This is an optimization exercise on Yosys and OpenROAD, whose aim is small area and a short achievable clock period, not a production implementation. Function was checked by simulation only, so behaviour that the tests miss may differ from the original.

==> flow/design.v, too long to show whole: its modules and the start of the top module <==
// module md5: 969 lines
// module md5_rnd0: 305 lines
// module md5_tadd0: 6 lines
// module md5_rnd1: 294 lines
// module md5_rnd2: 298 lines
// module md5_rnd3: 295 lines
// module md5_tadd3: 6 lines
// module md5_rnd4: 308 lines
// module md5_tadd4: 6 lines
// module md5_rnd5: 296 lines
// module md5_tadd5: 6 lines
// module md5_rnd6: 300 lines
// module md5_tadd6: 6 lines
// module md5_rnd7: 296 lines
// module md5_tadd7: 6 lines
// module md5_rnd8: 308 lines
// module md5_tadd8: 6 lines
// module md5_rnd9: 296 lines
// module md5_tadd9: 6 lines
// module md5_rnd10: 300 lines
// module md5_tadd10: 6 lines
// module md5_rnd11: 296 lines
// module md5_tadd11: 6 lines
// module md5_rnd12: 308 lines
// module md5_tadd12: 6 lines
// module md5_rnd13: 296 lines
// module md5_tadd13: 6 lines
// module md5_rnd14: 300 lines
// module md5_tadd14: 6 lines
// module md5_rnd15: 296 lines
// module md5_tadd15: 7 lines
// module md5_rnd16: 316 lines
// module md5_tadd16: 6 lines
// module md5_rnd17: 300 lines
// module md5_tadd17: 6 lines
// module md5_rnd18: 296 lines
// module md5_tadd18: 7 lines
// module md5_rnd19: 296 lines
// module md5_tadd19: 6 lines
// module md5_rnd20: 316 lines
// module md5_tadd20: 6 lines
// module md5_rnd21: 300 lines
// module md5_tadd21: 6 lines
// module md5_rnd22: 296 lines
// module md5_tadd22: 6 lines
// module md5_rnd23: 296 lines
// module md5_tadd23: 6 lines
// module md5_rnd24: 316 lines
// module md5_tadd24: 6 lines
// module md5_rnd25: 300 lines
// module md5_tadd25: 6 lines
// module md5_rnd26: 296 lines
// module md5_tadd26: 6 lines
// module md5_rnd27: 296 lines
// module md5_tadd27: 6 lines
// module md5_rnd28: 316 lines
// module md5_tadd28: 6 lines
// module md5_rnd29: 300 lines
// module md5_tadd29: 6 lines
// module md5_rnd30: 296 lines
// ... 67 more modules
module md5_pipe(
  input          clk,
  input          rst,
  input          in_valid,
  input  [0:63]  in_txt,
  output         out_valid,
  output [0:127] hash,
  output [0:63]  out_txt
);
  // ...
==> flow/flow/run.sh <==
#!/bin/bash
# Own layout flow: map the MD5 round modules by hand (flow/premap.py), then
# run the standard flow (standard.sh: ORFS synthesis, floorplan, place,
# CTS, route, finish) on the design with those modules pre-mapped. The
# registers and all other logic go through the standard synthesis unchanged.
set -euo pipefail
W=$PWD
# premap.py settings: prefix network of the round adders, carry-save style
export PREMAP_PREFIX=sklansky PREMAP_CSA=xm
python3 flow/premap.py design.v design_pm.v > premap.log 2>&1
sed "s#^export VERILOG_FILES = .*#export VERILOG_FILES = $W/design_pm.v#" config.mk > config_pm.mk
grep -q "design_pm.v" config_pm.mk
sed "s#DESIGN_CONFIG=[^ ]*#DESIGN_CONFIG=$W/config_pm.mk#" standard.sh > standard_pm.sh
grep -q "config_pm.mk" standard_pm.sh
bash standard_pm.sh "$@" > orfs.log 2>&1
[[ $# -gt 0 ]] || test -f out/final.def
==> flow/standard.sh <==
#!/bin/bash
# synth_recipe.tcl (not shown) runs the flow's synth.tcl, then flattens the netlist and writes it again
# the make line also repeats each setting of config.mk as NAME=value (left out here)
make -C /OpenROAD-flow-scripts/flow DESIGN_CONFIG=/design/flow/config.mk WORK_HOME=/design/flow/orfs CLKGATE_MAP_FILE= SYNTH_SCRIPT=/design/flow/synth_recipe.tcl "${@:-finish}"
==> flow/config.mk <==
export PLATFORM = sky130hd
export DESIGN_NAME = md5_pipe
export DESIGN_NICKNAME = md5_pipe
export VERILOG_FILES = /design/flow/design.v
export SDC_FILE = /design/flow/constraint.sdc
export NUM_CORES = 8
export LEC_CHECK = 0
export CAP_MARGIN = 20
export CORE_MARGIN = 2
export CORE_UTILIZATION = 55
export CTS_CLUSTER_DIAMETER = 80
export CTS_CLUSTER_SIZE = 30
export PLACE_DENSITY = 0.68
export SETUP_SLACK_MARGIN = 4.35
export SLEW_MARGIN = 20
export SYNTH_HIERARCHICAL = 1
==> flow/constraint.sdc <==
create_clock -name core_clock -period 7.5 [get_ports {clk}]
set_input_delay 1.5000 -clock core_clock [delete_from_list [all_inputs] [get_ports {clk}]]
set_output_delay 1.5000 -clock core_clock [all_outputs]
set_load 0.01 [all_outputs]
Not shown: flow/flow/premap.py
==> out/metrics.cfg, run 1 <==
[yosys]
synth_top_family_by_area = XOR/XNOR gates
synth_edf_count = 0
synth-compound-area-share_pct = 9.505
synthTopCellsByCount = dfxtp_1 (12.39k), nor2_1 (8826), xnor2_1 (8726)
synth_nets = 60905
yosysSeqAreaShare_pct = 46.90
synth_xor_area_share_pct = 19.60
syn_area_um2 = 528700
muxShareOfSynthArea_pct = 5.990
synth.distinct_cells = 73

[detailed_routing]
routed_wl_mm = 1603
wl_met3_mm = 89.07
wl_met1_mm = 613.2
routed-wl-met2_mm = 753.6
drt-vias-per-instance = 5.160
dr.pass1.iters = 9
top_layer = met5

[setup_path]
r2r-end = m0.x3_0[23]
critPathCapture = m0.x3_0[23]
reg2reg_slack_ps = 4380
endpoint_kind = flip-flop
path_buf_inv = 2
slowest_delay_ps = 420

[floorplanning]
start_util_pct = 55.10

[timing]
max_slew_margin_pct = 29.70
finalCriticalPeriod_ps = 3118
timing.hold.ws_ps = 305.0

[clocking]
clock-sinks = 12385

[layout]
layout_common_cells = dfxtp_1 (11.52k), nor2_1 (8713), xnor2_1 (8314)
regArea_um2 = 249200
sh_seq_area_pct = 42.79
nonClockInverterCount = 6325
nFillCells = 83694
fin_util_pct = 60.70
biggestCellCategory = multi-input combinational cells

[placed_design]
gp_congestion = 1.016

[hold_path]
hp-start = m0.msg[50][6]

[global_routing]
met1_usage_pct = 36.30

[status]
status = complete, no violations

==> inputs of run 2 (changes only) <==
--- a/flow/config.mk
+++ b/flow/config.mk
@@ -11,6 +11,6 @@
 export CTS_CLUSTER_DIAMETER = 80
 export CTS_CLUSTER_SIZE = 30
 export PLACE_DENSITY = 0.68
-export SETUP_SLACK_MARGIN = 4.35
+export SETUP_SLACK_MARGIN = 4.2
 export SLEW_MARGIN = 20
 export SYNTH_HIERARCHICAL = 1
==> run 2 against run 1 <==
Still clean on timing, DRC and antenna. Flip-flop and latch count did not move. Non-clock buffer count fell by 87. Maximum frequency fell by 5.2%. Routed wire length fell by 0.74%. Register-to-register slack got worse by 170 ps. Die area did not move. Sequential share of layout area rose by 0.30 points. Worst setup slack got worse by 170 ps. Worst hold slack got worse by 11 ps. Critical path type unchanged.
==> out/metrics.cfg, run 2 <==
[timing]
tightestPinTransition_ps = 1090
max_slew_margin_pct = 27.23  ; -2.5 points
finalCriticalPeriod_ps = 3288  ; +169.7 ps
rsz0062_at_grt = true
layout_setup_ws_ps = 4212
slew_violations = 0
finalSetupViolCount = 0
period_share_pct = 43.84
finalClockSkew_ps = 75.41
setup_tns_ps = 0
fmax_mhz = 304.1
finalHoldViolations = 0

[yosys]
synth_most_common_cell = dfxtp_1
synth.distinct_cells = 73  ; unchanged
avgSynthCellArea_um2 = 8.690
yosysSeqAreaShare_pct = 46.90  ; unchanged
synth_warnings = 9
synth_async_sr_flop_share_pct = 0
synthFlopType = dfxtp_1
synth_top_area_share_pct = 46.90
synthTopCellsByCount = dfxtp_1 (12.39k), nor2_1 (8826), xnor2_1 (8726)
ys_top_cells_by_area = dfxtp_1 (47%), xnor2_1 (14%), nor2_1 (6.3%), mux2_1 (6.0%), nand2_1 (5.1%)
synth_edf_count = 0  ; unchanged
syn_area_um2 = 528700  ; unchanged
synth_nets = 60905  ; unchanged
ys_ff_latch = 12385
synth_top_cell_by_area = dfxtp_1
syn_inst = 60834

[detailed_routing]
drt-initial-drc-count = 30540
routed_wl_mm = 1591  ; -0.74%
drt-wirelength-per-cell_um = 21.18
ant_nets = 0
dr.pass1.iters = 6  ; -3
drc = 0
drt-vias-per-instance = 5.154  ; -0.12%
via_count = 387162

[clocking]
root_buffer = clkbuf_16
ctsLongestPathBuffers = 5
clk-insertion-delay-late_ps = 1130
cts_tree = done
htree_levels = 6
clk_pin_slew_ps = 110
numCtsBuffers = 613
clock-sinks = 12385  ; unchanged

[layout]
top_register = m0.msg
fin_util_pct = 60.09  ; -0.60 points
top_regs = m0.msg (4160), vld (65)
drive_above_1_share_pct = 4.155
final_common_cell = dfxtp_1
nFillCells = 84535  ; +1.0%
syn_to_final_growth_pct = 9.058
largest_register_ffs = 4160
fin_area_um2 = 576600
nets = 62080
layout_common_cells = dfxtp_1 (12.00k), nor2_1 (8763), xnor2_1 (8553)

[placed_design]
gp_congestion = 1.012  ; -0.42%
placed_cell_area_um2 = 548100
dpl.hpwl_mm = 1305
io_buffers = 259
dp_worst_setup_slack_ps = 2803

[global_routing]
grt_pass1_wl_mm = 2272
grt_use_total_pct = 31.53
grt_pass1_vias = 354535
antenna_found_initial = 132
grt_start_max_net_pins = 66
gr-total-overflow = 0

[floorplanning]
fp.dieW_um = 984.4
die_h_um = 984.4
rows = 360
io_pins = 260
coreArea_um2 = 959400
start_util_pct = 55.10  ; unchanged
die-area_um2 = 969100

[setup_path]
r2r_cells = 14
startpoint_type = flip-flop
crit_required_ps = 8550
cp_max_fo = 10
crit_cells = 14
slowest_delay_ps = 570  ; +150 ps
crit_type = reg2reg
path_buf_inv = 3  ; +1
endpoint_kind = flip-flop
arrival_ps = 4330
slowest_stage = dfxtp_1
crit_chain = xnor2_1, xnor2_2, mux2_1, nor2_1, o21ai_1, a21oi_1, inv_1, a21oi_2, o21ai_1, a21oi_4, clkinvlp_4, buf_4, a21oi_1, xor2_1
cp_top_family = compound AO/OA/AOI/OAI gates

[hold_path]
worstHoldPathCells = 0
hp-class = reg2reg

[status]
status = complete, no violations

[job]
cap_violations = 0

==> run 2: worst register-to-register path, delay by kind of cell, from the launching register on <==
family                 cells  cell delay (ps)
XOR/XNOR                   3              580
flip-flops                 1              570
buffers and inverters      3              380
AND/OR/NAND/NOR            1              130
multiplexers               1              380
AO/OA/AOI/OAI              6             1200
==> run 2: cells by family (layout without fill, tap and decap cells) <==
logic type               Yosys count  in the layout  synth area share (%)
AND/OR/NAND/NOR                17770          17771                 13.44
multiplexers                    2812           2812                 5.990
AO/OA/AOI/OAI                   9670           9674                 9.505
buffers and inverters           6364           7900                 4.563
other                              0             73                     0
XOR/XNOR                       11829          11834                 19.60
flip-flops                     12385          12385                 46.90
adder cells (fa/ha/maj)            4              4              0.009467
==> run 2: what timing repair did <==
| action | in CTS | in global routing |
|---|---|---|
| gates resized for setup | 748 | 976 |
| cloned | 26 | 10 |
| endpoints found under the setup margin | 1428 | 1224 |
| pin swaps | 11 | 61 |
| setup buffers | 55 | 109 |
| hold buffers | 0 | 0 |
==> run 2: metal layers <==
| metal | global-route usage (%) | vias up | part of all wire, % |
|---|---|---|---|
| met5 | 0 | - | 0.020 |
| met3 | 3.574 | 4191 | 5.4 |
| met4 | 23.12 | 50 | 9.0 |
| li1 | - | 193175 | - |
| met2 | 54.31 | 11687 | 47 |
| met1 | 36.32 | 178059 | 39 |
==> run 2: per-module statistics from Yosys (local to each module, per instance), a selection <==
| module | copies in the design | cells | area, um^2 | flip-flops and latches |
|---|---|---|---|---|
| md5_rnd15 | 1 | 624 | 3617 | 0 |
| md5_tadd58 | 1 | 92 | 568.0 | 0 |
| md5_rnd29 | 1 | 649 | 3722 | 0 |
| md5_tadd55 | 1 | 88 | 550.5 | 0 |
| md5_rnd14 | 1 | 614 | 3587 | 0 |
| md5_rnd48 | 1 | 697 | 3910 | 0 |
| md5_rnd1 | 1 | 599 | 3208 | 0 |
| md5_rnd19 | 1 | 632 | 3650 | 0 |
| md5_rnd57 | 1 | 679 | 3832 | 0 |
| md5_rnd52 | 1 | 697 | 3910 | 0 |
| md5_rnd63 | 1 | 658 | 3745 | 0 |
==> run 2: worst paths after layout <==
check	start	endpoint	slack, ps
worst min register to register	m0.msg[5][29]	m0.msg[6][29]	290
worst min-delay path	m0.msg[5][29]	m0.msg[6][29]	290
worst max register to register	m0.x43_1[24]	m0.x45_0[25]	4210
worst max-delay path	m0.x43_1[24]	m0.x45_0[25]	4210
==> run 2: layout make-up <==
cell class,instances,area (um^2),area share [%]
Clock buffer,661,15850,2.749
Timing Repair inverter,24,177.7,0.03082
Clock inverter,325,5001,0.8674
Antenna cell,73,182.7,0.03168
Sequential cell,12385,248500,43.09
Timing Repair Buffer,590,5335,0.9253
Tap cell,12670,15850,2.750
Inverter,6300,23750,4.120
Multi-Input combinational cell,42095,262000,45.43
==> run 2: per-stage QoR <==
step	instances	hold slack (ps)
6_report	75123	294.3
5_1_grt	75068	293.1
4_1_cts	74931	291.0
3_5_place_dp	73864	312.1
3_3_place_gp	73864	309.5
2_1_floorplan	60834	309.6
==> inputs of run 3 (changes only) <==
--- a/flow/flow/run.sh
+++ b/flow/flow/run.sh
@@ -9,6 +9,8 @@
 export PREMAP_PREFIX=sklansky PREMAP_CSA=xm
 python3 flow/premap.py design.v design_pm.v > premap.log 2>&1
 sed "s#^export VERILOG_FILES = .*#export VERILOG_FILES = $W/design_pm.v#" config.mk > config_pm.mk
+# port buffers: a plain buffer rather than the delay cell buffer_ports picks
+echo "export BUFFER_PORTS_ARGS = -buffer_cell sky130_fd_sc_hd__buf_4" >> config_pm.mk
 grep -q "design_pm.v" config_pm.mk
 sed "s#DESIGN_CONFIG=[^ ]*#DESIGN_CONFIG=$W/config_pm.mk#" standard.sh > standard_pm.sh
 grep -q "config_pm.mk" standard_pm.sh
--- a/flow/config.mk
+++ b/flow/config.mk
@@ -11,6 +11,6 @@
 export CTS_CLUSTER_DIAMETER = 80
 export CTS_CLUSTER_SIZE = 30
 export PLACE_DENSITY = 0.68
-export SETUP_SLACK_MARGIN = 4.2
+export SETUP_SLACK_MARGIN = 4.45
 export SLEW_MARGIN = 20
 export SYNTH_HIERARCHICAL = 1
==> run 3 against run 2 <==
Critical path type is now reg2out. Clock-buffer cell count fell by 10. Routed wire length rose by 2.5%.
==> out/metrics.cfg, run 3 <==
[clocking]
clk_pin_slew_ps = 110  ; about the same
htree_levels = 6  ; unchanged
clk-insertion-delay-late_ps = 1140  ; about the same
cts_tree = done
ctsLongestPathBuffers = 5  ; unchanged
clock-sinks = 12385  ; unchanged
numCtsBuffers = 614  ; +0.16%
root_buffer = clkbuf_16

[yosys]
synth_nets = 60905  ; unchanged
synth_async_sr_flop_share_pct = 0  ; unchanged
synth_top_cell_by_area = dfxtp_1
synthFlopType = dfxtp_1
synthTopCellsByCount = dfxtp_1 (12.39k), nor2_1 (8826), xnor2_1 (8726)
syn_area_um2 = 528700  ; unchanged
synth_warnings = 9  ; unchanged
synth_top_area_share_pct = 46.90  ; unchanged
syn_inst = 60834  ; unchanged
avgSynthCellArea_um2 = 8.690  ; unchanged
yosysSeqAreaShare_pct = 46.90  ; unchanged
synth_most_common_cell = dfxtp_1
ys_top_cells_by_area = dfxtp_1 (47%), xnor2_1 (14%), nor2_1 (6.3%), mux2_1 (6.0%), nand2_1 (5.1%)
synth.distinct_cells = 73  ; unchanged
ys_ff_latch = 12385  ; unchanged
synth_edf_count = 0  ; unchanged

[placed_design]
io_buffers = 259  ; unchanged
dpl.hpwl_mm = 1324  ; +1.5%
gp_congestion = 1.018  ; +0.66%
placed_cell_area_um2 = 547700  ; about the same

[detailed_routing]
via_count = 391020  ; +1.0%
wl_met1_mm = 623.1  ; +1.6%
wl_met3_mm = 91.12  ; +6.9%
drt-vias-per-instance = 5.183  ; +0.56%
dr.pass1.iters = 9  ; +3
ant_nets = 0  ; unchanged
top_layer = met5
drt-wirelength-per-cell_um = 21.61  ; +2.0%
drt-initial-drc-count = 31478  ; +3.1%
routed_wl_mm = 1630  ; +2.5%
routed-wl-met2_mm = 767.0  ; +2.4%
drc = 0  ; unchanged

[timing]
period_share_pct = 41.29  ; -2.6 points
finalCriticalPeriod_ps = 3097  ; -191.3 ps
finalClockSkew_ps = 59.08  ; -16.33 ps
finalSetupViolCount = 0  ; unchanged
setup_tns_ps = 0  ; unchanged
finalHoldViolations = 0  ; unchanged
slew_violations = 0  ; unchanged
timing.hold.ws_ps = 304.7  ; +10.40 ps
fmax_mhz = 322.9  ; +6.2%
tightestPinTransition_ps = 1126  ; +36.19 ps
rsz0062_at_grt = true
max_slew_margin_pct = 24.87  ; -2.4 points

[floorplanning]
die_h_um = 984.4  ; unchanged
die-area_um2 = 969100  ; unchanged
fp.dieW_um = 984.4  ; unchanged
coreArea_um2 = 959400  ; unchanged
start_util_pct = 55.10  ; unchanged
rows = 360  ; unchanged
io_pins = 260  ; unchanged

[layout]
drive_above_1_share_pct = 8.822  ; +4.7 points
final_common_cell = dfxtp_1
layout_common_cells = dfxtp_1 (10.99k), nor2_1 (8626), xnor2_1 (8120)
syn_to_final_growth_pct = 11.64
top_register = m0.msg
nets = 62406  ; +0.53%
largest_register_ffs = 4160  ; unchanged
nFillCells = 82615  ; -2.3%
top_regs = m0.msg (4160), vld (65)
fin_util_pct = 61.52  ; +1.4 points
fin_area_um2 = 590200  ; +2.4%

[setup_path]
crit_required_ps = 6000  ; -2550 ps
cp_max_fo = 1  ; -9
crit_cells = 1  ; -13
endpoint_kind = output port
path_buf_inv = 1  ; -2
reg2reg_slack_ps = 4420  ; +210 ps
slowest_stage = dfxtp_2
arrival_ps = 1600  ; -2730 ps
crit_chain = buf_6
cp_top_family = flip-flops
r2r-end = m0.x55_0[30]
slowest_delay_ps = 380  ; -190 ps
crit_type = reg2out
r2r_cells = 13  ; -1
r2r_start = m0.x53_1[13]
startpoint_type = flip-flop

[global_routing]
grt_use_total_pct = 32.09  ; +0.56 points
grt_pass1_wl_mm = 2307  ; +1.6%
grt_start_max_net_pins = 66  ; unchanged
gr-total-overflow = 0  ; unchanged
antenna_found_initial = 157  ; +19%
grt_pass1_vias = 357791  ; +0.92%

[job]
cap_violations = 0  ; unchanged

[status]
status = complete, no violations

[hold_path]
worstHoldPathCells = 0  ; unchanged
hold_path_end = m0.msg[51][62]
hp-class = reg2reg
hp-start = m0.msg[50][62]

==> run 3: cell counts after synthesis <==
Identical to the previous run, type by type.
==> run 3: metal layers <==
layer / up-vias / track usage (%)
li1: 193881 / -
met1: 180098 / 36.81
met2: 12413 / 55.14
met3: 4582 / 3.896
met4: 46 / 23.77
met5: - / 0
==> run 3: through the flow <==
stage / cells / worst slack [ps]
6_report: 75449 / 4403
5_1_grt: 75386 / 4252
4_1_cts: 75038 / 4324
3_5_place_dp: 73871 / 3346
3_3_place_gp: 73870 / 3390
2_1_floorplan: 60834 / 4451
==> run 3: worst max-delay path by stage <==
stage / start / slack (ps) / end
2_1_floorplan: m0.x17_2[10] / 4450 / m0.x20_0[5]
3_3_place_gp: m0.x52_0[4] / 3390 / m0.x53_0[28]
3_5_place_dp: m0.x52_0[4] / 3350 / m0.x53_0[27]
4_1_cts: m0.msg[64][35] / 4320 / out_txt[35]
5_1_grt: m0.x52_2[2] / 4250 / m0.x55_0[30]
6_report: m0.rc[28] / 4400 / hash[91]
==> run 3: kinds of logic after synthesis <==
family,share of synthesized area (%)
buf+inv,4.563
compound gates,9.505
mux,5.990
fa+ha+maj,0.009467
xor+xnor,19.60
flops,46.90
simple gates,13.44
==> run 3: Yosys stat by module (local to each module, per instance), a selection <==
| module | cells inside | flip-flops and latches | cell area, um^2 |
|---|---|---|---|
| md5_tadd45 | 83 | 0 | 516.7 |
| md5_tadd13 | 91 | 0 | 563.0 |
| md5_rnd14 | 614 | 0 | 3587 |
| md5_rnd15 | 624 | 0 | 3617 |
| md5_rnd33 | 677 | 0 | 3902 |
| md5_tadd39 | 87 | 0 | 544.3 |
| md5_tadd52 | 85 | 0 | 520.5 |
| md5_tadd14 | 90 | 0 | 566.8 |
| md5_rnd48 | 697 | 0 | 3910 |
| md5_tadd35 | 279 | 0 | 1729 |
| md5_rnd19 | 632 | 0 | 3650 |
| md5_tadd36 | 86 | 0 | 539.3 |
| md5_tadd3 | 91 | 0 | 550.5 |
| md5_tadd54 | 285 | 0 | 1719 |
| md5_rnd7 | 624 | 0 | 3617 |
| md5_rnd5 | 645 | 0 | 3702 |
==> run 3: what timing repair did <==
action,4_1_cts,5_1_grt
gates resized for setup,1822,2730
gates cloned,39,21
setup endpoints to repair,1573,1453
buffers inserted,148,310
hold buffers,0,0
pin swaps,83,228
==> run 3: final cells by class <==
cell class | count | area, um^2 | area share (%)
antenna | 80 | 200.2 | 0.03392
clock buffer | 651 | 15890 | 2.692
clock inverter | 329 | 4905 | 0.8310
inverter | 6300 | 23780 | 4.029
multi-input combinational | 42105 | 270300 | 45.80
sequential | 12385 | 250100 | 42.38
tap | 12670 | 15850 | 2.686
timing repair buffer | 897 | 8886 | 1.506
timing repair inverter | 32 | 235.2 | 0.03986
==> inputs of run 4 (changes only) <==
--- a/flow/flow/run.sh
+++ b/flow/flow/run.sh
@@ -6,7 +6,7 @@
 set -euo pipefail
 W=$PWD
 # premap.py settings: prefix network of the round adders, carry-save style
-export PREMAP_PREFIX=sklansky PREMAP_CSA=xm
+export PREMAP_PREFIX=sklansky PREMAP_CSA=fa
 python3 flow/premap.py design.v design_pm.v > premap.log 2>&1
 sed "s#^export VERILOG_FILES = .*#export VERILOG_FILES = $W/design_pm.v#" config.mk > config_pm.mk
 # port buffers: a plain buffer rather than the delay cell buffer_ports picks
==> run 4 against run 3 <==
Routed wire length shrank 2.0%. Die area decreased by 3.1%. Maximum frequency down 1.2%. Critical path type unchanged. Synthesized area shrank 3.1%. Via count shrank 4.5%. Critical endpoint is now hash[3]. Cell area decreased by 0.79%. First-iteration DRC count rose by 5.7%. Clock skew rose by 47 ps. Synthesized cell count shrank 6.2%.
==> out/metrics.cfg, run 4 <==
[status]
status = complete, no violations

[layout]
fin_area_um2 = 585500  ; -0.79%
top_register = m0.msg
largest_register_ffs = 4160  ; unchanged
top_regs = m0.msg (4160), vld (65)
syn_to_final_growth_pct = 14.28
drive_above_1_share_pct = 13.36  ; +4.5 points
layout_common_cells = dfxtp_1 (10.39k), nor2_1 (8212), nand2_1 (7088)
nets = 61179  ; -2.0%
instances_no_fill = 71892  ; -4.7%
final_common_cell = dfxtp_1

[yosys]
syn_inst = 57035  ; -6.2%
synth_nets = 59050  ; -3.0%
synth_top_area_share_pct = 48.39  ; +1.5 points
synth_edf_count = 0  ; unchanged
synth.distinct_cells = 74  ; +1.4%
synthTopCellsByCount = dfxtp_1 (12.39k), nor2_1 (8843), nand2_1 (7270)
synth_most_common_cell = dfxtp_1
synth_async_sr_flop_share_pct = 0  ; unchanged
ys_top_cells_by_area = dfxtp_1 (48%), xnor2_1 (8.3%), fa_1 (7.6%), nor2_1 (6.5%), nand2_1 (5.3%)
avgSynthCellArea_um2 = 8.983  ; +3.4%
synth_warnings = 9  ; unchanged
synthFlopType = dfxtp_1
syn_area_um2 = 512300  ; -3.1%
synth_top_cell_by_area = dfxtp_1
yosysSeqAreaShare_pct = 48.39  ; +1.5 points
ys_ff_latch = 12385  ; unchanged

[clocking]
ctsLongestPathBuffers = 5  ; unchanged
clk-insertion-delay-late_ps = 1180  ; +40 ps
clk_pin_slew_ps = 110  ; about the same
clock-sinks = 12385  ; unchanged
cts_tree = done
root_buffer = clkbuf_16
numCtsBuffers = 623  ; +1.5%
htree_levels = 6  ; unchanged

[placed_design]
placed_cell_area_um2 = 530600  ; -3.1%
gp_congestion = 1.013  ; -0.57%
dpl.hpwl_mm = 1287  ; -2.8%
io_buffers = 259  ; unchanged
place_inst = 69650  ; -5.7%
dp_worst_setup_slack_ps = 3308  ; -37.85 ps

[detailed_routing]
drc = 0  ; unchanged
via_count = 373404  ; -4.5%
dr.pass1.iters = 14  ; +5
ant_nets = 0  ; unchanged
drt-wirelength-per-cell_um = 22.22  ; +2.9%
drt-vias-per-instance = 5.194  ; +0.22%
routed_wl_mm = 1598  ; -2.0%
drt-initial-drc-count = 33276  ; +5.7%

[setup_path]
slowest_stage = dfxtp_2
arrival_ps = 1630  ; +30 ps
r2r_start = m0.x50_0[13]
endpoint_kind = output port
slowest_delay_ps = 370  ; about the same
crit_chain = buf_6
path_buf_inv = 1  ; unchanged
cp_top_family = flip-flops
startpoint_type = flip-flop
crit_type = reg2out
crit_required_ps = 6000  ; about the same
cp_max_fo = 1  ; unchanged
worstSetupStartpoint = m0.ra[4]

[floorplanning]
coreArea_um2 = 928800  ; -3.2%
fp.dieW_um = 969.2  ; -1.5%
start_util_pct = 55.16  ; +0.058 points
io_pins = 260  ; unchanged
die-area_um2 = 939300  ; -3.1%
die_h_um = 969.2  ; -1.5%
rows = 354  ; -1.7%

[global_routing]
grt_pass1_wl_mm = 2248  ; -2.6%
grt_use_total_pct = 32.45  ; +0.36 points
antenna_found_initial = 142  ; -9.6%
gr-total-overflow = 0  ; unchanged
grt_pass1_vias = 342066  ; -4.4%
grt_start_max_net_pins = 56  ; -15%

[timing]
layout_setup_ws_ps = 4367  ; -36.56 ps
finalSetupViolCount = 0  ; unchanged
max_slew_margin_pct = 42.47  ; +18 points
rsz0062_at_grt = true
finalHoldViolations = 0  ; unchanged
fmax_mhz = 319.1  ; -1.2%
tightestPinTransition_ps = 856.8  ; -269.4 ps
finalCriticalPeriod_ps = 3133  ; +36.56 ps
setup_tns_ps = 0  ; unchanged
slew_violations = 0  ; unchanged
finalClockSkew_ps = 106.2  ; +47.09 ps
period_share_pct = 41.78  ; +0.49 points

[job]
cap_violations = 0  ; unchanged

[hold_path]
hp-start = m0.msg[1][32]
hp-class = reg2reg

-- run 4: modules after synthesis (local to each module, per instance), a selection --
module      copies in the design  cell area, um^2  cells inside
md5_tadd48                     1            545.5            89
md5_rnd40                      1             3747           639
md5_tadd59                     1            543.0            90
md5_rnd0                       1             1872           389
md5_tadd11                     1            568.0            92
md5_rnd51                      1             3476           595
md5_tadd22                     1            515.5            84
md5_tadd50                     1            538.0            89
md5_rnd53                      1             3563           616
md5_rnd43                      1             3541           591
-- run 4: per-stage QoR --
stage | hold slack (ps) | util (%)
finish | 262.5 | 63.04
global placement | 309.6 | 57.13
floorplan | 309.6 | -
detailed placement | 312.1 | 57.13
CTS | 256.7 | 60.78
global route | 266.9 | 63.02
-- run 4: worst register-to-register path, cell delays in order (launching register included) --
cell and delay (ps):
dfxtp_4 420, nand2b_1 160, xor2_2 280, fa_1 550, nor2_4 190, o21ai_2 130
a21oi_4 190, o21ai_2 100, buf_6 150, a21oi_4 150, o21ai_4 90, buf_6 150
a21oi_2 140, xor2_1 310
-- run 4: cell families after synthesis --
| group | synth area share, % |
|---|---|
| AND/OR/NAND/NOR | 13.85 |
| flip-flops | 48.39 |
| AO/OA/AOI/OAI | 9.808 |
| XOR/XNOR | 13.57 |
| buffers and inverters | 4.729 |
| adder cells (fa/ha/maj) | 7.606 |
| multiplexers | 2.040 |
-- run 4: what timing repair did --
item | 4_1_cts | 5_1_grt
gates cloned | 46 | 50
hold buffers | 0 | 0
resized for setup | 2741 | 4256
setup endpoints to repair | 1688 | 1521
setup buffers | 364 | 711
pin swaps | 248 | 790
-- run 4: worst paths after layout --
| path | slack, ps | cells past startpoint | endpoint |
|---|---|---|---|
| worst max-delay path | 4370 | 1 | hash[3] |
| worst min register to register | 260 | 0 | m0.msg[2][32] |
| worst max register to register | 4370 | 13 | m0.x51_0[28] |
| worst min-delay path | 260 | 0 | m0.msg[2][32] |
-- run 4: cell type report --
| type | count | area [um^2] |
|---|---|---|
| fillers | 77496 | 343300 |
| multi-input cells | 38294 | 259000 |
| flip-flops and latches | 12385 | 251700 |
| inverters | 6329 | 23890 |
| clock buffers | 671 | 16210 |
| well taps | 12282 | 15370 |
| repair buffers | 1498 | 13910 |
| clock inverters | 326 | 5012 |
| repair inverters | 33 | 247.7 |
| diodes | 74 | 185.2 |
-- run 4: metal layers --
metal  up-vias  GRT usage, %  wire length (um)
met5         -             0               423
met1    173950         40.15            624400
met2     13667         55.17            752500
met4        64         17.97            112900
li1     181570             -                 -
met3      4153         4.132            107600
==> inputs of run 5 (changes only) <==
--- a/flow/config.mk
+++ b/flow/config.mk
@@ -7,10 +7,10 @@
 export LEC_CHECK = 0
 export CAP_MARGIN = 20
 export CORE_MARGIN = 2
-export CORE_UTILIZATION = 55
+export CORE_UTILIZATION = 48
 export CTS_CLUSTER_DIAMETER = 80
 export CTS_CLUSTER_SIZE = 30
-export PLACE_DENSITY = 0.68
-export SETUP_SLACK_MARGIN = 4.45
+export PLACE_DENSITY = 0.62
+export SETUP_SLACK_MARGIN = 4.5
 export SLEW_MARGIN = 20
 export SYNTH_HIERARCHICAL = 1
==> run 5 against run 4 <==
First-iteration DRC count fell by 3.6%. Die area increased by 15%. Clock skew shrank 37 ps. Maximum frequency is 1.8% lower. Global-route usage decreased by 3.4 points. Worst hold slack improved by 24 ps. Register-to-register slack worse by 60 ps. Worst setup slack got worse by 59 ps. Synthesized area stayed put.
==> out/metrics.cfg, run 5 <==
[hold_path]
hold_path_end = m0.msg[22][21]
hp-class = reg2reg
hp-start = m0.msg[21][21]
worstHoldPathCells = 0  ; unchanged

[yosys]
synth-compound-area-share_pct = 9.808  ; unchanged
synthTopCellsByCount = dfxtp_1 (12.39k), nor2_1 (8843), nand2_1 (7270)
syn_inst = 57035  ; unchanged
synth_most_common_cell = dfxtp_1
synthFlopType = dfxtp_1
synth_async_sr_flop_share_pct = 0  ; unchanged
synthSimpleGateAreaFrac_pct = 13.85  ; unchanged
synth_top_area_share_pct = 48.39  ; unchanged
avgSynthCellArea_um2 = 8.983  ; unchanged
muxShareOfSynthArea_pct = 2.040  ; unchanged
syn_area_um2 = 512300  ; unchanged
synth_nets = 59050  ; unchanged
ys_ff_latch = 12385  ; unchanged
synth.distinct_cells = 74  ; unchanged
synth_edf_count = 0  ; unchanged
ys_top_cells_by_area = dfxtp_1 (48%), xnor2_1 (8.3%), fa_1 (7.6%), nor2_1 (6.5%), nand2_1 (5.3%)
synth_top_cell_by_area = dfxtp_1
synth_top_family_by_area = simple AND/OR/NAND/NOR gates
synth_xor_area_share_pct = 13.57  ; unchanged
yosysSeqAreaShare_pct = 48.39  ; unchanged
synth_fa_ha_area_share_pct = 7.606  ; unchanged
synth_warnings = 9  ; unchanged

[clocking]
clock-sinks = 12385  ; unchanged
clk-insertion-delay-late_ps = 1200  ; +20 ps
htree_levels = 6  ; unchanged
ctsLongestPathBuffers = 5  ; unchanged
cts_tree = done
root_buffer = clkbuf_16
hold_buffers = 0  ; unchanged
clk_pin_slew_ps = 110  ; about the same
numCtsBuffers = 617  ; -0.96%

[timing]
slew_violations = 0  ; unchanged
tightestPinTransition_ps = 1032  ; +175.4 ps
period_share_pct = 42.56  ; +0.78 points
finalSetupViolCount = 0  ; unchanged
finalCriticalPeriod_ps = 3192  ; +58.77 ps
fmax_mhz = 313.3  ; -1.8%
max_slew_margin_pct = 31.14  ; -11 points
layout_setup_ws_ps = 4308  ; -58.77 ps
finalClockSkew_ps = 69.06  ; -37.11 ps
rsz0062_at_grt = true
setup_tns_ps = 0  ; unchanged
finalHoldViolations = 0  ; unchanged

[floorplanning]
fp.dieW_mm = 1.037  ; +7.0%
start_util_pct = 48.13  ; -7.0 points
rows = 379  ; +7.1%
coreArea_um2 = 1065000  ; +15%
io_pins = 260  ; unchanged
die-area_um2 = 1076000  ; +15%
die_h_mm = 1.037  ; +7.0%

[detailed_routing]
drt-wirelength-per-cell_um = 22.13  ; -0.40%
via_count = 373257  ; -0.039%
drt-vias-per-instance = 5.042  ; -2.9%
ant_nets = 0  ; unchanged
routed_wl_mm = 1638  ; +2.5%
dr.pass1.iters = 8  ; -6
drt-initial-drc-count = 32063  ; -3.6%
drc = 0  ; unchanged

[global_routing]
grt_pass1_vias = 343991  ; +0.56%
grt_use_total_pct = 29.05  ; -3.4 points
grt_pass1_wl_mm = 2299  ; +2.3%
antenna_found_initial = 140  ; -1.4%
gr-total-overflow = 0  ; unchanged
grt_start_max_net_pins = 50  ; -11%

[status]
status = complete, no violations

[setup_path]
reg2reg_slack_ps = 4310  ; -60 ps
crit_type = reg2reg
arrival_ps = 4260  ; +2630 ps
cp_max_fo = 4  ; +3
endpoint_kind = flip-flop
cp_top_family = compound AO/OA/AOI/OAI gates
startpoint_type = flip-flop
r2r_cells = 14  ; +1
r2r-end = m0.x5_0[16]
crit_required_ps = 8570  ; +2570 ps
crit_chain = mux2_4, fa_1, nor2_1, inv_1, a21oi_1, inv_1, a21oi_2, o21ai_1, a21oi_2, clkinvlp_4, buf_6, buf_6, a21oi_4, xor2_4
path_buf_inv = 5  ; +4
r2r_start = m0.x4_0[25]
slowest_stage = fa_1
slowest_delay_ps = 520  ; +150 ps

[placed_design]
dpl.hpwl_mm = 1326  ; +3.0%
io_buffers = 259  ; unchanged
gp_congestion = 0.9924  ; -2.0%
dp_worst_setup_slack_ps = 3094  ; -214.4 ps

[layout]
nFillCells = 94219  ; +22%
layout_common_cells = dfxtp_1 (10.12k), nor2_1 (8045), nand2_1 (7063)
syn_to_final_growth_pct = 16.34
largest_register_ffs = 4160  ; unchanged
top_regs = m0.msg (4160), vld (65)
nets = 61483  ; +0.50%
top_register = m0.msg
drive_above_1_share_pct = 15.73  ; +2.4 points
final_common_cell = dfxtp_1

[job]
cap_violations = 0  ; unchanged

run 5: kinds of logic (layout without fill, tap and decap cells):
family / after synthesis / count (layout)
compound gates: 9670 / 9684
xor+xnor: 7941 / 7962
fa+ha+maj: 1948 / 1948
buf+inv: 6393 / 9179
flops: 12385 / 12385
mux: 928 / 928
other cells: 0 / 62
simple gates: 17770 / 17778
run 5: how the worst max path moves through the flow:
stage                startpoint  slack [ps]      endpoint  depth (start not counted)
finish              m0.x4_0[25]        4310   m0.x5_0[16]                         14
global route        m0.x4_0[29]        4210   m0.x5_0[16]                         14
CTS                   m0.rb[11]        4250      hash[44]                          1
detailed placement  m0.x30_2[2]        3090  m0.x33_0[14]                         13
global placement    m0.x30_2[2]        3130  m0.x33_0[27]                         13
floorplan           m0.x9_0[16]        4500  m0.x10_0[17]                         12
run 5: metrics by stage:
step / std cells / util (%) / area [um^2] / hold slack, ps
after global placement: 71454 / 50.06 / 532900 / 309.5
after detailed placement: 71456 / 50.07 / 533000 / 312.1
after floorplan: 57035 / - / 512700 / 309.6
final: 74023 / 55.99 / 596100 / 286.7
after CTS: 73069 / 53.70 / 571700 / 286.7
after global routing: 73966 / 55.98 / 595900 / 290.3
run 5: per-layer routing:
layer	up-vias	global-route usage (%)	routed length [um]
met5	-	0	390
met4	60	15.01	105300
met3	3719	3.568	96500
met2	11909	50.01	780100
met1	175405	35.85	656200
li1	182164	-	-
run 5: cell type report:
type	instances	area, um^2	share of cell area (%)
Multi-Input combinational cell	38300	263800	44.26
Timing Repair inverter	32	239.0	0.04009
Inverter	6329	23870	4.005
Antenna cell	62	155.1	0.02603
Sequential cell	12385	252400	42.34
Clock buffer	657	15970	2.680
Timing Repair Buffer	1803	16540	2.775
Tap cell	14097	17640	2.959
Clock inverter	358	5472	0.9179
run 5: worst reg2reg max path, cell delays in order, from the launching register on:
cell and delay [ps]:
dfxtp_4 430, mux2_4 340, fa_1 520, nor2_1 110, inv_1 60, a21oi_1 140, inv_1 60, a21oi_2 150
o21ai_1 100, a21oi_2 250, clkinvlp_4 230, buf_6 160, buf_6 110, a21oi_4 170, xor2_4 240
run 5: what timing repair did:
item | CTS | global route
cloned | 51 | 49
pin swaps | 426 | 1107
setup buffers | 547 | 843
gates resized for setup | 3562 | 4933
endpoints found under the setup margin | 1786 | 1581
run 5: per-module statistics from Yosys, one instance, submodules excluded, a selection:
module      flops+latches  cells  copies in the design  cell area [um^2]
md5_tadd3               0     91                     1             550.5
md5_rnd14               0    551                     1              3318
md5_tadd31              0     87                     1             530.5
md5_rnd60               0    634                     1              3641
md5_tadd48              0     89                     1             545.5
md5_tadd20              0     93                     1             574.3
md5_rnd17               0    586                     1              3453
md5_tadd29              0     88                     1             554.3
md5_tadd41              0     85                     1             529.3
md5_rnd10               0    551                     1              3318
==> inputs of run 6 (changes only) <==
--- a/flow/flow/run.sh
+++ b/flow/flow/run.sh
@@ -6,7 +6,7 @@
 set -euo pipefail
 W=$PWD
 # premap.py settings: prefix network of the round adders, carry-save style
-export PREMAP_PREFIX=sklansky PREMAP_CSA=fa
+export PREMAP_PREFIX=sklansky PREMAP_CSA=xm
 python3 flow/premap.py design.v design_pm.v > premap.log 2>&1
 sed "s#^export VERILOG_FILES = .*#export VERILOG_FILES = $W/design_pm.v#" config.mk > config_pm.mk
 # port buffers: a plain buffer rather than the delay cell buffer_ports picks
--- a/flow/config.mk
+++ b/flow/config.mk
@@ -7,10 +7,10 @@
 export LEC_CHECK = 0
 export CAP_MARGIN = 20
 export CORE_MARGIN = 2
-export CORE_UTILIZATION = 48
+export CORE_UTILIZATION = 55
 export CTS_CLUSTER_DIAMETER = 80
 export CTS_CLUSTER_SIZE = 30
-export PLACE_DENSITY = 0.62
-export SETUP_SLACK_MARGIN = 4.5
+export PLACE_DENSITY = 0.68
+export SETUP_SLACK_MARGIN = 4.55
 export SLEW_MARGIN = 20
 export SYNTH_HIERARCHICAL = 1
==> run 6 against run 5 <==
Clock-buffer cell count rose by 12. Flip-flop and latch count stayed put. Cell count rose by 2.5%. Synthesized cell count up 6.7%. Critical path depth fell by 13.
==> out/metrics.cfg, run 6 <==
[detailed_routing]
routed_wl_mm = 1659  ; +1.3%
drc = 0  ; unchanged
drt-vias-per-instance = 5.200  ; +3.1%
drt-initial-drc-count = 31472  ; -1.8%
dr.pass1.iters = 8  ; unchanged
drt-wirelength-per-cell_um = 21.88  ; -1.2%
via_count = 394421  ; +5.7%
ant_nets = 0  ; unchanged

[hold_path]
hp-class = reg2reg
hp-start = m0.msg[18][39]
worstHoldPathCells = 0  ; unchanged

[clocking]
ctsLongestPathBuffers = 5  ; unchanged
cts_tree = done
htree_levels = 6  ; unchanged
clock-sinks = 12385  ; unchanged
clk_pin_slew_ps = 100  ; about the same
root_buffer = clkbuf_16
clk-insertion-delay-late_ps = 1170  ; -30 ps
numCtsBuffers = 621  ; +0.65%

[yosys]
synth_edf_count = 0  ; unchanged
ys_ff_latch = 12385  ; unchanged
synthFlopType = dfxtp_1
synth_nets = 60905  ; +3.1%
avgSynthCellArea_um2 = 8.690  ; -3.3%
syn_inst = 60834  ; +6.7%
yosysSeqAreaShare_pct = 46.90  ; -1.5 points
synth_top_area_share_pct = 46.90  ; -1.5 points
synthTopCellsByCount = dfxtp_1 (12.39k), nor2_1 (8826), xnor2_1 (8726)
synth.distinct_cells = 73  ; -1.4%
synth_warnings = 9  ; unchanged
synth_top_cell_by_area = dfxtp_1
synth_most_common_cell = dfxtp_1
syn_area_um2 = 528700  ; +3.2%
ys_top_cells_by_area = dfxtp_1 (47%), xnor2_1 (14%), nor2_1 (6.3%), mux2_1 (6.0%), nand2_1 (5.1%)
synth_async_sr_flop_share_pct = 0  ; unchanged

[layout]
instances_no_fill = 75844  ; +2.5%
final_common_cell = dfxtp_1
drive_above_1_share_pct = 12.91  ; -2.8 points
top_register = m0.msg
layout_common_cells = dfxtp_1 (10.27k), nor2_1 (8398), xnor2_1 (7645)
nets = 62791  ; +2.1%
nFillCells = 81038  ; -14%
regArea_um2 = 251700  ; -0.25%
fin_area_um2 = 604100  ; +1.4%
syn_to_final_growth_pct = 14.27
largest_register_ffs = 4160  ; unchanged
top_regs = m0.msg (4160), vld (65)
multi_input_area_um2 = 278800  ; +5.7%

[floorplanning]
rows = 360  ; -5.0%
start_util_pct = 55.10  ; +7.0 points
die_h_um = 984.4  ; -5.1%
coreArea_um2 = 959400  ; -9.9%
die-area_um2 = 969100  ; -9.9%
fp.dieW_um = 984.4  ; -5.1%
io_pins = 260  ; unchanged

[setup_path]
r2r_cells = 14  ; unchanged
arrival_ps = 1660  ; -2600 ps
cp_top_family = flip-flops
cp_max_fo = 1  ; -3
crit_type = reg2out
crit_chain = buf_6
endpoint_kind = output port
startpoint_type = flip-flop
crit_cells = 1  ; -13
slowest_delay_ps = 380  ; -140 ps
crit_required_ps = 6000  ; -2570 ps
path_buf_inv = 1  ; -4
r2r_start = m0.x17_1[0]
worstSetupStartpoint = m0.msg[64][35]
slowest_stage = dfxtp_4

[placed_design]
io_buffers = 259  ; unchanged
dpl.hpwl_mm = 1330  ; +0.32%
place_inst = 73861  ; +3.4%
gp_congestion = 1.014  ; +2.2%
placed_cell_area_um2 = 547600  ; +2.7%

[global_routing]
grt_pass1_wl_mm = 2327  ; +1.2%
antenna_found_initial = 146  ; +4.3%
grt_use_total_pct = 32.41  ; +3.4 points
grt_start_max_net_pins = 66  ; +32%
grt_pass1_vias = 357914  ; +4.0%
gr-total-overflow = 0  ; unchanged

[timing]
finalHoldViolations = 0  ; unchanged
max_slew_margin_pct = 19.39  ; -12 points
rsz0062_at_grt = true
finalCriticalPeriod_ps = 3155  ; -36.65 ps
setup_tns_ps = 0  ; unchanged
finalClockSkew_ps = 79.20  ; +10.13 ps
tightestPinTransition_ps = 1207  ; +175.2 ps
timing.hold.ws_ps = 295.9  ; +9.146 ps
finalSetupViolCount = 0  ; unchanged
slew_violations = 0  ; unchanged
fmax_mhz = 316.9  ; +1.2%
period_share_pct = 42.07  ; -0.49 points

[job]
cap_violations = 0  ; unchanged

[status]
status = complete, no violations

[run 6: changes by cell type after synthesis, moves of 5 or more]
cell and delta:
and2_1 +26, fa_1 -1944, inv_1 -29, mux2_1 +1884, nand2_1 -17, nand2b_1 -28, nor2_1 -17, o21ai_1 +5
or2_1 +36, xnor2_1 +3890
[run 6: cell families after synthesis]
group                      share of synthesized area, %
adders and majority gates                      0.009467
muxes                                             5.990
AOI/OAI and AO/OA                                 9.505
buffers and inverters                             4.563
DFF                                               46.90
and+or+nand+nor                                   13.44
xor gates and xnor gates                          19.60
[run 6: modules after synthesis (local to each module, per instance), a selection]
| module | cells inside | flops+latches | cell area, um^2 | copies in the design |
|---|---|---|---|---|
| md5_tadd19 | 92 | 0 | 568.0 | 1 |
| md5_rnd3 | 502 | 0 | 2877 | 1 |
| md5_rnd29 | 649 | 0 | 3722 | 1 |
| md5_rnd63 | 658 | 0 | 3745 | 1 |
| md5_tadd53 | 85 | 0 | 520.5 | 1 |
| md5_tadd35 | 279 | 0 | 1729 | 1 |
| md5_tadd45 | 83 | 0 | 516.7 | 1 |
| md5_rnd12 | 661 | 0 | 3772 | 1 |
| md5_tadd27 | 91 | 0 | 563.0 | 1 |
| md5_rnd26 | 625 | 0 | 3625 | 1 |
| md5_tadd24 | 91 | 0 | 548.0 | 1 |
| md5_rnd58 | 645 | 0 | 3700 | 1 |
| md5_rnd25 | 649 | 0 | 3722 | 1 |
| md5_pipe | 137 | 65 | 1856 | 1 |
| md5_tadd56 | 79 | 0 | 503.0 | 1 |
| md5_tadd12 | 95 | 0 | 575.6 | 1 |
[run 6: per-stage QoR]
stage                     util [%]  setup WS, ps
after global placement       57.07          3207
after detailed placement     57.08          3206
final                        62.97          4345
after CTS                    60.62          4250
after global routing         62.95          4281
after floorplan                  -          4516
[run 6: path summary, 6_finish.rpt]
| kind | endpoint | slack (ps) |
|---|---|---|
| hold / removal | m0.msg[19][39] | 300 |
| setup / recovery | out_txt[35] | 4340 |
| setup reg to reg | m0.x19_0[31] | 4510 |
| hold reg to reg | m0.msg[19][39] | 300 |
[run 6: layout make-up]
class,instances,area share (%)
Timing Repair inverter,47,0.05716
Sequential cell,12385,41.67
Clock buffer,669,2.665
Timing Repair Buffer,1245,2.011
Antenna cell,76,0.03148
Multi-Input combinational cell,42120,46.16
Clock inverter,332,0.8481
Inverter,6300,3.938
Tap cell,12670,2.624
[run 6: routing by layer]
metal | share of wire [%] | vias up | GRT usage, %
met2 | 47 | 12987 | 55.41
met3 | 6.0 | 4609 | 4.063
met4 | 9.0 | 34 | 23.70
met1 | 38 | 182137 | 37.48
li1 | - | 194654 | -
met5 | 0.017 | - | 0
[run 6: timing repair]
action,4_1_cts,5_1_grt
gates resized for setup,2750,4652
setup buffers,274,534
setup endpoints to repair,1716,1498
hold buffers,0,0
cloned,53,45
pin swaps,156,455
==> inputs of run 7 (changes only) <==
--- a/flow/flow/run.sh
+++ b/flow/flow/run.sh
@@ -6,11 +6,9 @@
 set -euo pipefail
 W=$PWD
 # premap.py settings: prefix network of the round adders, carry-save style
-export PREMAP_PREFIX=sklansky PREMAP_CSA=xm
+export PREMAP_PREFIX=sklansky PREMAP_CSA=fa
 python3 flow/premap.py design.v design_pm.v > premap.log 2>&1
 sed "s#^export VERILOG_FILES = .*#export VERILOG_FILES = $W/design_pm.v#" config.mk > config_pm.mk
-# port buffers: a plain buffer rather than the delay cell buffer_ports picks
-echo "export BUFFER_PORTS_ARGS = -buffer_cell sky130_fd_sc_hd__buf_4" >> config_pm.mk
 grep -q "design_pm.v" config_pm.mk
 sed "s#DESIGN_CONFIG=[^ ]*#DESIGN_CONFIG=$W/config_pm.mk#" standard.sh > standard_pm.sh
 grep -q "config_pm.mk" standard_pm.sh
--- a/flow/flow/premap.py
+++ b/flow/flow/premap.py
@@ -340,7 +340,6 @@
         out.append(XOR(nl, pp[j], pre[j-1][0], exact=True))
     return out
 
-F_EXACT = os.environ.get("PREMAP_F_EXACT", "1") == "1"
 MATCH_CIN = os.environ.get("PREMAP_MATCH_CIN", "1") == "1"
 TREE_ALIGN = os.environ.get("PREMAP_TREE_ALIGN", "1") == "1"
 
@@ -364,7 +363,7 @@
     else:
         f = []
         for k in range(32):
-            ex = (csa == "fa") or F_EXACT
+            ex = (csa == "fa")
             if i < 16:   f.append(nl.gate(lambda x, y, z: y if x else z, [b[k], c[k], d[k]], ex))
             elif i < 32: f.append(nl.gate(lambda x, y, z: y if x else z, [d[k], b[k], c[k]], ex))
             elif i < 48: f.append(XOR(nl, b[k], XOR(nl, c[k], d[k]), ex))
--- a/flow/config.mk
+++ b/flow/config.mk
@@ -11,6 +11,6 @@
 export CTS_CLUSTER_DIAMETER = 80
 export CTS_CLUSTER_SIZE = 30
 export PLACE_DENSITY = 0.68
-export SETUP_SLACK_MARGIN = 4.55
+export SETUP_SLACK_MARGIN = 4.4
 export SLEW_MARGIN = 20
 export SYNTH_HIERARCHICAL = 1
==> run 7 against run 6 <==
Critical path type is now reg2reg. Worst hold slack lost 2.3 ps. Non-clock buffer count grew 40.
==> out/metrics.cfg, run 7 <==
[layout]
fin_util_pct = 62.41  ; -0.56 points
layout_common_cells = dfxtp_1 (10.71k), nor2_1 (8345), nand2_1 (7109)
top_register = m0.msg
nFillCells = 78089  ; -3.6%
final_common_cell = dfxtp_1
top_regs = m0.msg (4160), vld (65)
nets = 60956  ; -2.9%
drive_above_1_share_pct = 11.47  ; -1.4 points
syn_to_final_growth_pct = 13.14
largest_register_ffs = 4160  ; unchanged

[timing]
setup_tns_ps = 0  ; unchanged
finalCriticalPeriod_ps = 3110  ; -45.68 ps
slew_violations = 0  ; unchanged
finalHoldViolations = 0  ; unchanged
fmax_mhz = 321.6  ; +1.5%
finalClockSkew_ps = 92.75  ; +13.55 ps
max_slew_margin_pct = 26.01  ; +6.6 points
period_share_pct = 41.46  ; -0.61 points
finalSetupViolCount = 0  ; unchanged
tightestPinTransition_ps = 1100  ; -107.4 ps
rsz0062_at_grt = true

[yosys]
syn_area_um2 = 512300  ; -3.1%
synth_nets = 59050  ; -3.0%
synth_top_cell_by_area = dfxtp_1
syn_inst = 57035  ; -6.2%
ys_top_cells_by_area = dfxtp_1 (48%), xnor2_1 (8.3%), fa_1 (7.6%), nor2_1 (6.5%), nand2_1 (5.3%)
ys_ff_latch = 12385  ; unchanged
synthFlopType = dfxtp_1
synth.distinct_cells = 74  ; +1.4%
muxShareOfSynthArea_pct = 2.040  ; -3.9 points
synth_async_sr_flop_share_pct = 0  ; unchanged
synth_top_area_share_pct = 48.39  ; +1.5 points
synthSimpleGateAreaFrac_pct = 13.85  ; +0.41 points
synth_edf_count = 0  ; unchanged
synth_fa_ha_area_share_pct = 7.606  ; +7.6 points
avgSynthCellArea_um2 = 8.983  ; +3.4%
synth_most_common_cell = dfxtp_1
synth_warnings = 9  ; unchanged
yosysSeqAreaShare_pct = 48.39  ; +1.5 points
synth_top_family_by_area = simple AND/OR/NAND/NOR gates
synth-compound-area-share_pct = 9.808  ; +0.30 points
synthTopCellsByCount = dfxtp_1 (12.39k), nor2_1 (8843), nand2_1 (7270)
synth_xor_area_share_pct = 13.57  ; -6.0 points

[detailed_routing]
dr.pass1.iters = 10  ; +2
routed_wl_mm = 1585  ; -4.5%
via_count = 373122  ; -5.4%
drc = 0  ; unchanged
drt-initial-drc-count = 34216  ; +8.7%
ant_nets = 0  ; unchanged
drt-vias-per-instance = 5.209  ; +0.17%
drt-wirelength-per-cell_um = 22.12  ; +1.1%

[setup_path]
slowest_stage = fa_1
cp_top_family = compound AO/OA/AOI/OAI gates
crit_type = reg2reg
endpoint_kind = flip-flop
arrival_ps = 4180  ; +2520 ps
crit_chain = nand2b_1, xor2_2, fa_1, nor2_2, o21ai_2, a21oi_2, o21ai_1, inv_1, o21ai_1, a21oi_4, buf_4, buf_6, clkinvlp_4, a21oi_2, xor2_1
slowest_delay_ps = 510  ; +130 ps
cp_max_fo = 5  ; +4
path_buf_inv = 4  ; +3
crit_required_ps = 8570  ; +2570 ps
startpoint_type = flip-flop

[clocking]
clock-sinks = 12385  ; unchanged
cts_tree = done
numCtsBuffers = 613  ; -1.3%
htree_levels = 6  ; unchanged
root_buffer = clkbuf_16
clk_pin_slew_ps = 110  ; about the same
clk-insertion-delay-late_ps = 1170  ; about the same
ctsLongestPathBuffers = 5  ; unchanged

[floorplanning]
start_util_pct = 55.16  ; +0.058 points
die_h_um = 969.2  ; -1.5%
coreArea_um2 = 928800  ; -3.2%
die-area_um2 = 939300  ; -3.1%
fp.dieW_um = 969.2  ; -1.5%
rows = 354  ; -1.7%
io_pins = 260  ; unchanged

[job]
cap_violations = 0  ; unchanged

[global_routing]
antenna_found_initial = 112  ; -23%
grt_use_total_pct = 32.23  ; -0.18 points
grt_pass1_vias = 342326  ; -4.4%
grt_pass1_wl_mm = 2236  ; -3.9%
gr-total-overflow = 0  ; unchanged
grt_start_max_net_pins = 59  ; -11%

[placed_design]
io_buffers = 259  ; unchanged
gp_congestion = 1.012  ; -0.20%
dpl.hpwl_mm = 1280  ; -3.7%

[status]
status = complete, no violations

[hold_path]
hp-class = reg2reg

==> run 7: cell types whose count changed after synthesis, sizes merged <==
| cell | previous run | this run |
|---|---|---|
| nand2b | 1457 | 1485 |
| a21boi | 350 | 351 |
| nor2 | 8826 | 8843 |
| nand2 | 7253 | 7270 |
| a21oi | 4144 | 4148 |
| xor2 | 3103 | 3105 |
| o21ai | 4824 | 4819 |
| or2 | 43 | 7 |
| mux2 | 2812 | 928 |
| and2 | 40 | 14 |
| inv | 6300 | 6329 |
| xnor2 | 8726 | 4836 |
| fa | 0 | 1944 |
==> run 7: metrics by stage <==
stage	hold slack [ps]	setup slack, ps	cell area (um^2)	instances
global route	307.1	4288	579500	71585
CTS	280.3	4199	562000	70975
floorplan	309.6	4436	512500	57035
detailed placement	312.1	3299	531200	69642
finish	293.5	4390	579700	71627
global placement	309.5	3172	531200	69642
==> run 7: timing repair <==
item,in CTS,in global routing
hold buffers,0,0
gates resized for setup,2941,3637
buffers inserted,311,565
pin swaps,183,625
cloned,50,40
endpoints found under the setup margin,1626,1463
==> run 7: final timing paths <==
path | start | depth (start not counted) | to | slack (ps)
worst max-delay path | m0.x48_0[28] | 15 | m0.x49_0[11] | 4390
worst min-delay path | m0.msg[15][17] | 0 | m0.msg[16][17] | 290
worst max register to register | m0.x48_0[28] | 15 | m0.x49_0[11] | 4390
worst min register to register | m0.msg[15][17] | 0 | m0.msg[16][17] | 290
==> run 7: final cells by class <==
class	instances	area, um^2	area share, %
Timing Repair Buffer	1285	11790	2.035
Sequential cell	12385	250900	43.29
Timing Repair inverter	32	236.5	0.04080
Clock inverter	316	4923	0.8494
Multi-Input combinational cell	38295	256400	44.24
Inverter	6329	23910	4.125
Clock buffer	656	15940	2.749
Tap cell	12282	15370	2.651
Antenna cell	47	117.6	0.02029
==> run 7: layer usage <==
metal,GRT usage (%),part of all wire [%],vias up
li1,-,-,181078
met1,39.83,39,174160
met2,54.45,47,13684
met3,4.278,6.8,4142
met4,18.45,7.0,58
met5,0,0.024,-
==> run 7: cells by family after synthesis <==
| kind of cell | after synthesis |
|---|---|
| mux | 928 |
| flops | 12385 |
| simple gates | 17770 |
| fa+ha+maj | 1948 |
| buf+inv | 6393 |
| xor+xnor | 7941 |
| compound gates | 9670 |
==> run 7: Yosys stat by module (local to each module, per instance), a selection <==
module      cell area (um^2)  copies in the design  cells  flops+latches
md5_rnd16               3523                     1    602              0
md5_tadd20             574.3                     1     93              0
md5_tadd41             529.3                     1     85              0
md5_rnd28               3523                     1    602              0
md5_rnd17               3453                     1    586              0
md5_tadd33             581.8                     1     93              0
md5_tadd48             545.5                     1     89              0
md5_tadd10             556.8                     1     91              0
==> inputs of run 8 (changes only) <==
--- a/flow/flow/premap.py
+++ b/flow/flow/premap.py
@@ -355,9 +355,6 @@
     """b, c, d, t: lists of 32 Sigs (bit 0 first). Returns 32 Sigs of X_i
     (positive nets)."""
     s = S[i]; p = 32 - s
-    if csa == "auto":
-        # rounds 32..63 have a two-level F: keep it off the full adder's slow path
-        csa = "xm" if i >= 32 else "fa"
     if fconst is not None:
         f = [ONE if (fconst >> k) & 1 else ZERO for k in range(32)]
     else:
@@ -377,7 +374,7 @@
         else:
             x = XOR(nl, b[j], u[j])
             s0[j] = XOR(nl, x, v[j])
-            c0[j] = nl.gate(lambda x_, y, z: y if x_ else z, [x, v[j], b[j]], exact=True, late=(1,))
+            c0[j] = nl.gate(lambda x_, y, z: y if x_ else z, [x, v[j], b[j]], late=(1,))
     # carries of t + f into bit p (c1) and out of bit 31 (c2)
     tf = [(AND(nl, t[k], f[k]), OR(nl, t[k], f[k])) for k in range(32)]
     G1, _ = reduce_tree(nl, tf[:p])
==> run 8 against run 7 <==
Critical path type unchanged. Synthesized area stayed put. Still clean. Largest cell class unchanged. First-iteration DRC count stayed put.
==> out/metrics.cfg, run 8 <==
[timing]
finalCriticalPeriod_ps = 3110  ; unchanged
slew_violations = 0  ; unchanged
setup_tns_ps = 0  ; unchanged
tightestPinTransition_ps = 1100  ; unchanged
period_share_pct = 41.46  ; unchanged
max_slew_margin_pct = 26.01  ; unchanged
finalHoldViolations = 0  ; unchanged
finalClockSkew_ps = 92.75  ; unchanged

[clocking]
clk_pin_slew_ps = 110  ; about the same
ctsLongestPathBuffers = 5  ; unchanged
clock-sinks = 12385  ; unchanged
cts_tree = done
htree_levels = 6  ; unchanged
root_buffer = clkbuf_16

[yosys]
synth_nets = 59050  ; unchanged
synth.distinct_cells = 74  ; unchanged
synth_top_area_share_pct = 48.39  ; unchanged
avgSynthCellArea_um2 = 8.983  ; unchanged
syn_area_um2 = 512300  ; unchanged
yosysSeqAreaShare_pct = 48.39  ; unchanged
syn_inst = 57035  ; unchanged

[placed_design]
dpl.hpwl_mm = 1280  ; unchanged
gp_congestion = 1.012  ; unchanged
io_buffers = 259  ; unchanged

[global_routing]
grt_pass1_wl_mm = 2236  ; unchanged
grt_use_total_pct = 32.23  ; unchanged
antenna_found_initial = 112  ; unchanged

[floorplanning]
coreArea_um2 = 928800  ; unchanged
fp.dieW_um = 969.2  ; unchanged
die-area_um2 = 939300  ; unchanged

[detailed_routing]
drt-wirelength-per-cell_um = 22.12  ; unchanged
dr.pass1.iters = 10  ; unchanged
routed_wl_mm = 1585  ; unchanged
ant_nets = 0  ; unchanged
via_count = 373122  ; unchanged

[setup_path]
startpoint_type = flip-flop
r2r_start = m0.x48_0[28]

[layout]
top_regs = m0.msg (4160), vld (65)
top_register = m0.msg
nFillCells = 78089  ; unchanged
drive_above_1_share_pct = 11.47  ; unchanged
final_common_cell = dfxtp_1
syn_to_final_growth_pct = 13.14  ; unchanged
nets = 60956  ; unchanged

[hold_path]
hp-start = m0.msg[15][17]

[status]
status = complete, no violations

## run 8: cell counts in the layout (fill, tap and decap cells not counted)
No cell type changed its count.
## run 8: through the flow
stage	cell area, um^2	util [%]	cells	hold WS (ps)
6_report	579700	62.41	71627	293.5
5_1_grt	579500	62.40	71585	307.1
4_1_cts	562000	60.51	70975	280.3
3_5_place_dp	531200	57.19	69642	312.1
3_3_place_gp	531200	57.19	69642	309.5
2_1_floorplan	512500	-	57035	309.6
## run 8: cells by family (layout without fill, tap and decap cells)
group / count (synthesis) / after routing / share of synthesized area, %
buf+inv: 6393 / 8618 / 4.729
compound gates: 9670 / 9684 / 9.808
flops: 12385 / 12385 / 48.39
fa+ha+maj: 1948 / 1948 / 7.606
other cells: 0 / 47 / 0
mux: 928 / 928 / 2.040
simple gates: 17770 / 17779 / 13.85
xor+xnor: 7941 / 7956 / 13.57
## run 8: worst max-delay path: stages (launching register included)
cell and delay [ps]:
dfxtp_4 350, nand2b_1 170, xor2_2 240, fa_1 510, nor2_2 140, o21ai_2 90, a21oi_2 180, o21ai_1 80
inv_1 50, o21ai_1 90, a21oi_4 200, buf_4 150, buf_6 110, clkinvlp_4 240, a21oi_2 230, xor2_1 190
## run 8: path summary, 6_finish.rpt
check | endpoint | slack [ps] | cells past startpoint
max reg2reg | m0.x49_0[11] | 4390 | 15
min reg2reg | m0.msg[16][17] | 290 | 0
max | m0.x49_0[11] | 4390 | 15
min | m0.msg[16][17] | 290 | 0
## run 8: layout make-up
| class | count | area share (%) |
|---|---|---|
| multi-input combinational | 38295 | 44.24 |
| sequential | 12385 | 43.29 |
| inverter | 6329 | 4.125 |
| clock buffer | 656 | 2.749 |
| tap | 12282 | 2.651 |
| timing repair buffer | 1285 | 2.035 |
| clock inverter | 316 | 0.8494 |
| timing repair inverter | 32 | 0.04080 |
| antenna | 47 | 0.02029 |
## run 8: Yosys stat by module, one instance, submodules excluded, a selection
module      area [um^2]  flops+latches
md5_rnd47          3541              0
md5_rnd17          3453              0
md5_rnd26          3356              0
md5_rnd14          3318              0
md5_rnd2           2679              0
md5_tadd43        563.0              0
md5_tadd57        545.5              0
md5_tadd36        539.3              0
md5_tadd9         530.5              0
md5_tadd56        503.0              0
md5_tadd16        474.2              0
## run 8: routing by layer
metal | up-vias | track usage [%] | routed length [um]
met5 | - | 0 | 383
met4 | 58 | 18.45 | 111100
met3 | 4142 | 4.278 | 107900
met2 | 13684 | 54.45 | 744200
met1 | 174160 | 39.83 | 621100
li1 | 181078 | - | -
## run 8: timing repair
action | in CTS | in global routing
resized for setup | 2941 | 3637
pin swaps | 183 | 625
hold buffers | 0 | 0
endpoints found under the setup margin | 1626 | 1463
setup buffers | 311 | 565
hold endpoints to repair | 0 | 0
cloned | 50 | 40

[separate check: timing with driven ports]
The flow's constraints put no driver on any port. The routed layouts listed below were extracted and timed again, unchanged, in two steps. Step 1: set_driving_cell puts a clkbuf_16 on clk and a buf_2 on each other input, an assumption about the parent block. Step 2 times the ports against the registers' clock, not the clock port: input delays grow and output delays shrink by t, the midpoint of the rising clock arrivals with the driver on. a / b / c = ideal / step 1 / step 2; a / b = the first two.
run | t (ns) | setup WS [ns] | worst setup path after step 2 | slew at the worst register clock pin (ns) | pins driven straight from the clock port
run 1 | 1.278 | 4.382 / 4.231 / 3.385 | input to register | 0.11 / 0.11 | 1
run 2 | 1.259 | 4.212 / 4.119 / 3.278 | input to register | 0.12 / 0.12 | 1
run 3 | 1.274 | 4.403 / 4.230 / 3.719 | input to register | 0.12 / 0.12 | 1
run 4 | 1.280 | 4.367 / 4.210 / 3.694 | input to register | 0.12 / 0.12 | 1
run 5 | 1.325 | 4.308 / 4.181 / 3.857 | input to register | 0.12 / 0.12 | 1
run 6 | 1.300 | 4.345 / 4.163 / 3.888 | input to register | 0.12 / 0.12 | 1
run 7 | 1.278 | 4.390 / 4.239 / 3.470 | input to register | 0.12 / 0.12 | 1
run 8 | 1.278 | 4.390 / 4.239 / 3.470 | input to register | 0.12 / 0.12 | 1
After both steps setup and hold are still met in every run listed. The setup slack of run 1, which loses most, moves by -0.151 ns with the drivers and by -0.997 ns with both steps.
